Context: an optimization exercise on an open-source flow, tuned for small area. The choices shown serve that exercise and are no tape-out recipe.
The RTL was checked by simulation tests, not by an equivalence proof against the original design.
No driver is modelled on the clock port, so clocking that relies on it looks cheaper here than on a real chip.
Power is estimated from default activity; no workload was simulated.

## serial
module serial
    ( input  clk
    , input  reset
    , input  enable
    , input  can_send
    , input [7:0] data_in
    , input  in_stb
    , output wire [7:0] data_out
    , output wire  out_stb
    );
Size in the first run: roughly 400 cells after synthesis, roughly 22 I/O pins, roughly 3600 sq um of cells after synthesis.
==> flow/config.mk <==
export PLATFORM = sky130hd
export DESIGN_NAME = serial
export DESIGN_NICKNAME = serial
export VERILOG_FILES = /design/flow/design.v
export SDC_FILE = /design/flow/constraint.sdc
export NUM_CORES = 4
export LEC_CHECK = 0
export CAP_MARGIN = 0
export CORE_MARGIN = 2
export CORE_UTILIZATION = 60
export SLEW_MARGIN = 0
==> flow/constraint.sdc <==
create_clock -name core_clock -period 10.0 [get_ports {clk}]
set_input_delay 2.0000 -clock core_clock [delete_from_list [all_inputs] [get_ports {clk}]]
set_output_delay 2.0000 -clock core_clock [all_outputs]
set_load 0.01 [all_outputs]
standard.sh (not shown) runs the stock make flow with config.mk's settings and CLKGATE_MAP_FILE= SYNTH_SCRIPT=/design/flow/synth_recipe.tcl, a recipe that flattens the netlist after the stock synthesis.
==> flow/flow/run.sh <==
#!/bin/bash
# Own layout flow: the standard synthesis (standard.sh synth), then an
# area-oriented ABC remap of its combinational logic (registers keep their
# names and cell types), then the standard layout steps from floorplan to
# finish, with buf_1 cells as the port buffers. Each tool's output goes to a
# log file of its own in this folder.
set -euo pipefail
here=$(pwd)
res=$here/orfs/results/$FLOW_PLATFORM/serial/base
lib=$FLOW_HOME/platforms/$FLOW_PLATFORM/lib/sky130_fd_sc_hd__tt_025C_1v80.lib
yosys_bin=/OpenROAD-flow-scripts/tools/install/yosys/bin/yosys
[[ -x $yosys_bin ]] || yosys_bin=yosys

bash standard.sh synth > synth_standard.log 2>&1
cp "$res/1_2_yosys.v" "$here/synth_standard.v"

# remap with each ABC script in flow/remap*.abc; keep the smallest fully
# mapped result
best=""; best_area=""
for abc in flow/remap*.abc; do
  k=$(basename "$abc" .abc)
  sed -e "s#@LIB@#$lib#g" -e "s#@IN@#$here/synth_standard.v#" \
      -e "s#@ABC@#$here/$abc#" -e "s#@STAT@#$here/${k}_stat.txt#" \
      -e "s#@OUT@#$here/${k}_all.v#" flow/remap.ys > ${k}_run.ys
  if ! "$yosys_bin" -s ${k}_run.ys > ${k}.log 2>&1; then continue; fi
  # keep only the top module (the others are the liberty cells read for their functions)
  awk '/^module serial\(/,/^endmodule/' ${k}_all.v > ${k}.v
  grep -q '^module serial(' ${k}.v || continue
  if grep -q '^ *assign ' ${k}.v; then continue; fi
  if grep -q '^ *\\\$' ${k}.v; then continue; fi
  area=$(awk '/Chip area for top module/ {print $NF}' ${k}_stat.txt)
  [[ -n "$area" ]] || continue
  if [[ -z "$best" ]] || awk -v a="$area" -v b="$best_area" 'BEGIN {exit !(a < b)}'; then
    best=$k; best_area=$area
  fi
done
echo "remap: chose $best with area $best_area" > remap_choice.log
[[ -n "$best" ]]
cp ${best}.v remap.v

cp remap.v "$res/1_2_yosys.v"
rm -f "$res/1_synth.odb" "$res/1_synth.sdc"
export BUFFER_PORTS_ARGS="-buffer_cell sky130_fd_sc_hd__buf_1"
export CTS_ARGS="-sink_clustering_enable -repair_clock_nets -dont_use_dummy_load"
bash standard.sh > layout.log 2>&1
test -f out/final.def
Other scripts of this flow, unchanged in this note and not shown: flow/flow/remap.ys, flow/flow/remap1.abc, flow/flow/remap2.abc, flow/flow/remap3.abc, flow/flow/remap4.abc
Next try:
--- a/flow/flow/run.sh
+++ b/flow/flow/run.sh
@@ -44,0 +45,2 @@
+export POST_CTS_TCL="$here/flow/post_cts.tcl"
+export POST_RESIZE_TCL="$here/flow/post_resize.tcl"
==> flow/flow/post_cts.tcl (new file) <==
proc my_max_clk_slew {} {
  estimate_parasitics -placement
  set mx 0
  foreach p [get_pins -hierarchical */CLK] {
    foreach k {slew_max_rise slew_max_fall} {
      set s [get_property $p $k]
      if {$s > $mx} { set mx $s }
    }
  }
  return $mx
}
puts "post_cts: max clock pin slew [my_max_clk_slew]"
foreach inst [concat [get_cells -quiet clkbuf_*_f_clk] [get_cells -quiet clkbuf_0_clk]] {
  set orig [get_property $inst ref_name]
  set keep $orig
  foreach m {sky130_fd_sc_hd__clkbuf_1 sky130_fd_sc_hd__clkbuf_2 sky130_fd_sc_hd__clkbuf_4 sky130_fd_sc_hd__clkbuf_8} {
    if {$m == $orig} { break }
    replace_cell $inst $m
    if {[my_max_clk_slew] <= 0.125} { set keep $m; break }
  }
  replace_cell $inst $keep
  puts "post_cts: [get_full_name $inst] $orig -> $keep"
}
puts "post_cts: max clock pin slew [my_max_clk_slew]"
detailed_placement
estimate_parasitics -placement
==> flow/flow/post_resize.tcl (new file) <==
# POST_RESIZE_TCL hook: try a smaller buffer for each buffer that repair_design
# inserted during placement (place*, load_slew*); keep a change only if it
# leaves no max-slew or max-capacitance violation (with the flow's margins).
proc my_violations {} {
  estimate_parasitics -placement
  return [expr {[sta::max_slew_violation_count] + [sta::max_capacitance_violation_count]}]
}
set base [my_violations]
puts "post_resize: violations before $base"
foreach inst [get_cells -quiet {place* load_slew*}] {
  set orig [get_property $inst ref_name]
  if {![string match "sky130_fd_sc_hd__buf_*" $orig]} { continue }
  set keep $orig
  foreach m {sky130_fd_sc_hd__buf_1 sky130_fd_sc_hd__buf_2} {
    if {$m == $orig} { break }
    replace_cell $inst $m
    if {[my_violations] <= $base} { set keep $m; break }
  }
  replace_cell $inst $keep
  puts "post_resize: [get_full_name $inst] $orig -> $keep"
}
puts "post_resize: violations after [my_violations]"
Critical path depth is higher by 11; utilization is lower by 0.36 points; non-clock buffer count is unchanged; via count is lower slightly; power is lower slightly; register-to-register slack is worse by 30 ps.
Next try:
- CORE_UTILIZATION: 60 -> 40
After rerunning: The changed run went through all stages and came out clean. Clock-buffer cell count stays the same. Cell area grows by 1.2%. Sequential cell count does not change. Cell count grows by 6.6%. Die area grows by 47%. Wire length shrinks by 0.67%. Non-clock buffer count stays the same. Utilization shrinks by 21 points. Clock skew grows by 9.2 ps. First-iteration DRC count shrinks by 29%.
Next try:
--- a/flow/flow/run.sh
+++ b/flow/flow/run.sh
@@ -45,2 +44,0 @@
-export POST_CTS_TCL="$here/flow/post_cts.tcl"
-export POST_RESIZE_TCL="$here/flow/post_resize.tcl"
- CORE_UTILIZATION: 40 -> 25
removed: flow/flow/post_cts.tcl
removed: flow/flow/post_resize.tcl
=> Design area came out higher by 4.2%. Routed wire length came out higher by 1.6%. Setup slack is better by 1000 ps. Non-clock buffer count stays the same. Worst hold slack is worse by 15 ps. Area after synthesis stays the same. Power came out higher by 6.2%. Via count came out higher by 1.6%. Clock power came out higher by 54%.
Next try:
- CORE_UTILIZATION: 25 -> 40
Outcome: Clock skew goes up by 10 ps. Worst setup slack degrades by 56 ps. Via count goes down by 2.0%.
Next try:
--- a/flow/flow/run.sh
+++ b/flow/flow/run.sh
@@ -44,0 +45,2 @@
+export POST_CTS_TCL="$here/flow/post_cts.tcl"
+export POST_RESIZE_TCL="$here/flow/post_resize.tcl"
==> flow/flow/post_cts.tcl (new file) <==
proc my_max_clk_slew {} {
  estimate_parasitics -placement
  set mx 0
  foreach p [get_pins -hierarchical */CLK] {
    foreach k {slew_max_rise slew_max_fall} {
      set s [get_property $p $k]
      if {$s > $mx} { set mx $s }
    }
  }
  return $mx
}
set root [get_cells -quiet clkbuf_0_clk]
if {[llength $root] == 1} {
  set orig [get_property $root ref_name]
  puts "post_cts: root buffer $orig, max clock pin slew [my_max_clk_slew]"
  set done 0
  foreach m {sky130_fd_sc_hd__clkbuf_1 sky130_fd_sc_hd__clkbuf_2 sky130_fd_sc_hd__clkbuf_4} {
    if {$m == $orig} { break }
    replace_cell $root $m
    set s [my_max_clk_slew]
    puts "post_cts: try $m, max clock pin slew $s"
    if {$s <= 0.125} { set done 1; break }
  }
  if {!$done} { replace_cell $root $orig; my_max_clk_slew }
  puts "post_cts: root buffer now [get_property $root ref_name]"
  detailed_placement
  estimate_parasitics -placement
}
==> flow/flow/post_resize.tcl (new file) <==
# POST_RESIZE_TCL hook: try a smaller buffer for each buffer that repair_design
# inserted during placement (place*, load_slew*); keep a change only if it
# leaves no max-slew or max-capacitance violation (with the flow's margins).
proc my_violations {} {
  estimate_parasitics -placement
  return [expr {[sta::max_slew_violation_count] + [sta::max_capacitance_violation_count]}]
}
set base [my_violations]
puts "post_resize: violations before $base"
foreach inst [get_cells -quiet {place* load_slew*}] {
  set orig [get_property $inst ref_name]
  if {![string match "sky130_fd_sc_hd__buf_*" $orig]} { continue }
  set keep $orig
  foreach m {sky130_fd_sc_hd__buf_1 sky130_fd_sc_hd__buf_2} {
    if {$m == $orig} { break }
    replace_cell $inst $m
    if {[my_violations] <= $base} { set keep $m; break }
  }
  replace_cell $inst $keep
  puts "post_resize: [get_full_name $inst] $orig -> $keep"
}
puts "post_resize: violations after [my_violations]"
Result: Total power drops slightly; sequential share of layout area is higher by 0.16 points; clock skew is about the same; fmax goes down by roughly a tenth; worst hold slack is about the same; critical path depth stays the same.


Another version of the RTL of serial (not shown whole).
Size in the first run: roughly 390 cells after synthesis, about 56 flip-flops, ~22 I/O pins, ~0.0041 mm^2 of cells after synthesis.
==> flow/config.mk <==
export PLATFORM = sky130hd
export DESIGN_NAME = serial
export DESIGN_NICKNAME = serial
export VERILOG_FILES = /design/flow/design.v
export SDC_FILE = /design/flow/constraint.sdc
export NUM_CORES = 4
export LEC_CHECK = 0
export CAP_MARGIN = 20
export CORE_MARGIN = 2
export CORE_UTILIZATION = 40
export CTS_BUF_LIST = sky130_fd_sc_hd__clkbuf_16
export CTS_CLUSTER_DIAMETER = 500
export CTS_CLUSTER_SIZE = 60
export SLEW_MARGIN = 20
==> flow/constraint.sdc <==
create_clock -name core_clock -period 10.0 [get_ports {clk}]
set_input_delay 2.0000 -clock core_clock [delete_from_list [all_inputs] [get_ports {clk}]]
set_output_delay 2.0000 -clock core_clock [all_outputs]
set_load 0.01 [all_outputs]
run.sh (not shown) runs the stock make flow with config.mk's settings and CLKGATE_MAP_FILE= SYNTH_SCRIPT=/design/flow/synth_recipe.tcl, a recipe that flattens the netlist after the stock synthesis.
Stock flow here: none of the scripts above is used.
Next try:
--- a/flow/config.mk
+++ b/flow/config.mk
@@ -11,3 +11,3 @@
-export CTS_BUF_LIST = sky130_fd_sc_hd__clkbuf_16
-export CTS_CLUSTER_DIAMETER = 500
-export CTS_CLUSTER_SIZE = 60
+export CTS_BUF_LIST = sky130_fd_sc_hd__clkbuf_8
+export CTS_CLUSTER_DIAMETER = 200
+export CTS_CLUSTER_SIZE = 30
=> Wire length hardly moves. Sequential share of layout area rises by 0.39 points. Via count barely changes. Power falls by 2.9%. Final area falls by 1.2%. Die area does not change. Utilization falls by 0.55 points. Area after synthesis stays the same.
Next try:
--- a/flow/config.mk
+++ b/flow/config.mk
@@ -11,3 +10,0 @@
-export CTS_BUF_LIST = sky130_fd_sc_hd__clkbuf_8
-export CTS_CLUSTER_DIAMETER = 200
-export CTS_CLUSTER_SIZE = 30
Synthesized cell count stays the same.
Worst setup slack is about the same.
Clock skew stays flat.

## separate check: timing with driven ports
The results above use ideal ports. As a check the final layouts listed here were re-extracted and re-timed, cells and wires unchanged. Step 1, drivers: a clkbuf_16 drives clk and a buf_2 each remaining input, both assumed. Step 2 times the ports against the registers' clock, not the clock port: input delays grow and output delays shrink by t, the midpoint of the rising clock arrivals with the driver on. a / b / c = ideal / step 1 / step 2; a / b = the first two.
run	t (ns)	setup slack, ns	hold WS [ns]	slew at the worst register clock pin (ns)	worst slew at a driven data input, ns
the first run of note 1	0.334	2.158 / 2.158 / 1.936	0.510 / 0.510 / 0.510	0.10 / 0.10	0.04
the second run of note 1	0.595	1.317 / 1.322 / 0.727	0.513 / 0.513 / 0.513	0.10 / 0.10	0.03
the third run of note 1	0.543	1.137 / 1.144 / 0.601	0.513 / 0.513 / 0.513	0.11 / 0.11	0.03
the fourth run of note 1	0.327	2.170 / 2.170 / 1.916	0.498 / 0.498 / 0.498	0.07 / 0.07	0.03
the fifth run of note 1	0.335	2.114 / 2.122 / 1.787	0.511 / 0.511 / 0.511	0.11 / 0.11	0.03
the sixth run of note 1	0.543	1.137 / 1.144 / 0.601	0.513 / 0.513 / 0.513	0.11 / 0.11	0.03
the first run of note 2	0.327	2.781 / 2.785 / 2.463	0.512 / 0.512 / 0.512	0.07 / 0.07	0.03
the second run of note 2	0.337	2.768 / 2.768 / 2.476	0.517 / 0.517 / 0.517	0.11 / 0.11	0.03
the third run of note 2	0.336	2.765 / 2.765 / 2.476	0.517 / 0.517 / 0.517	0.11 / 0.11	0.03
After both steps every run listed still meets setup and hold. For the second run of note 1, which loses most, drivers alone change the setup slack by +0.005 ns; drivers and shift together by -0.590 ns.
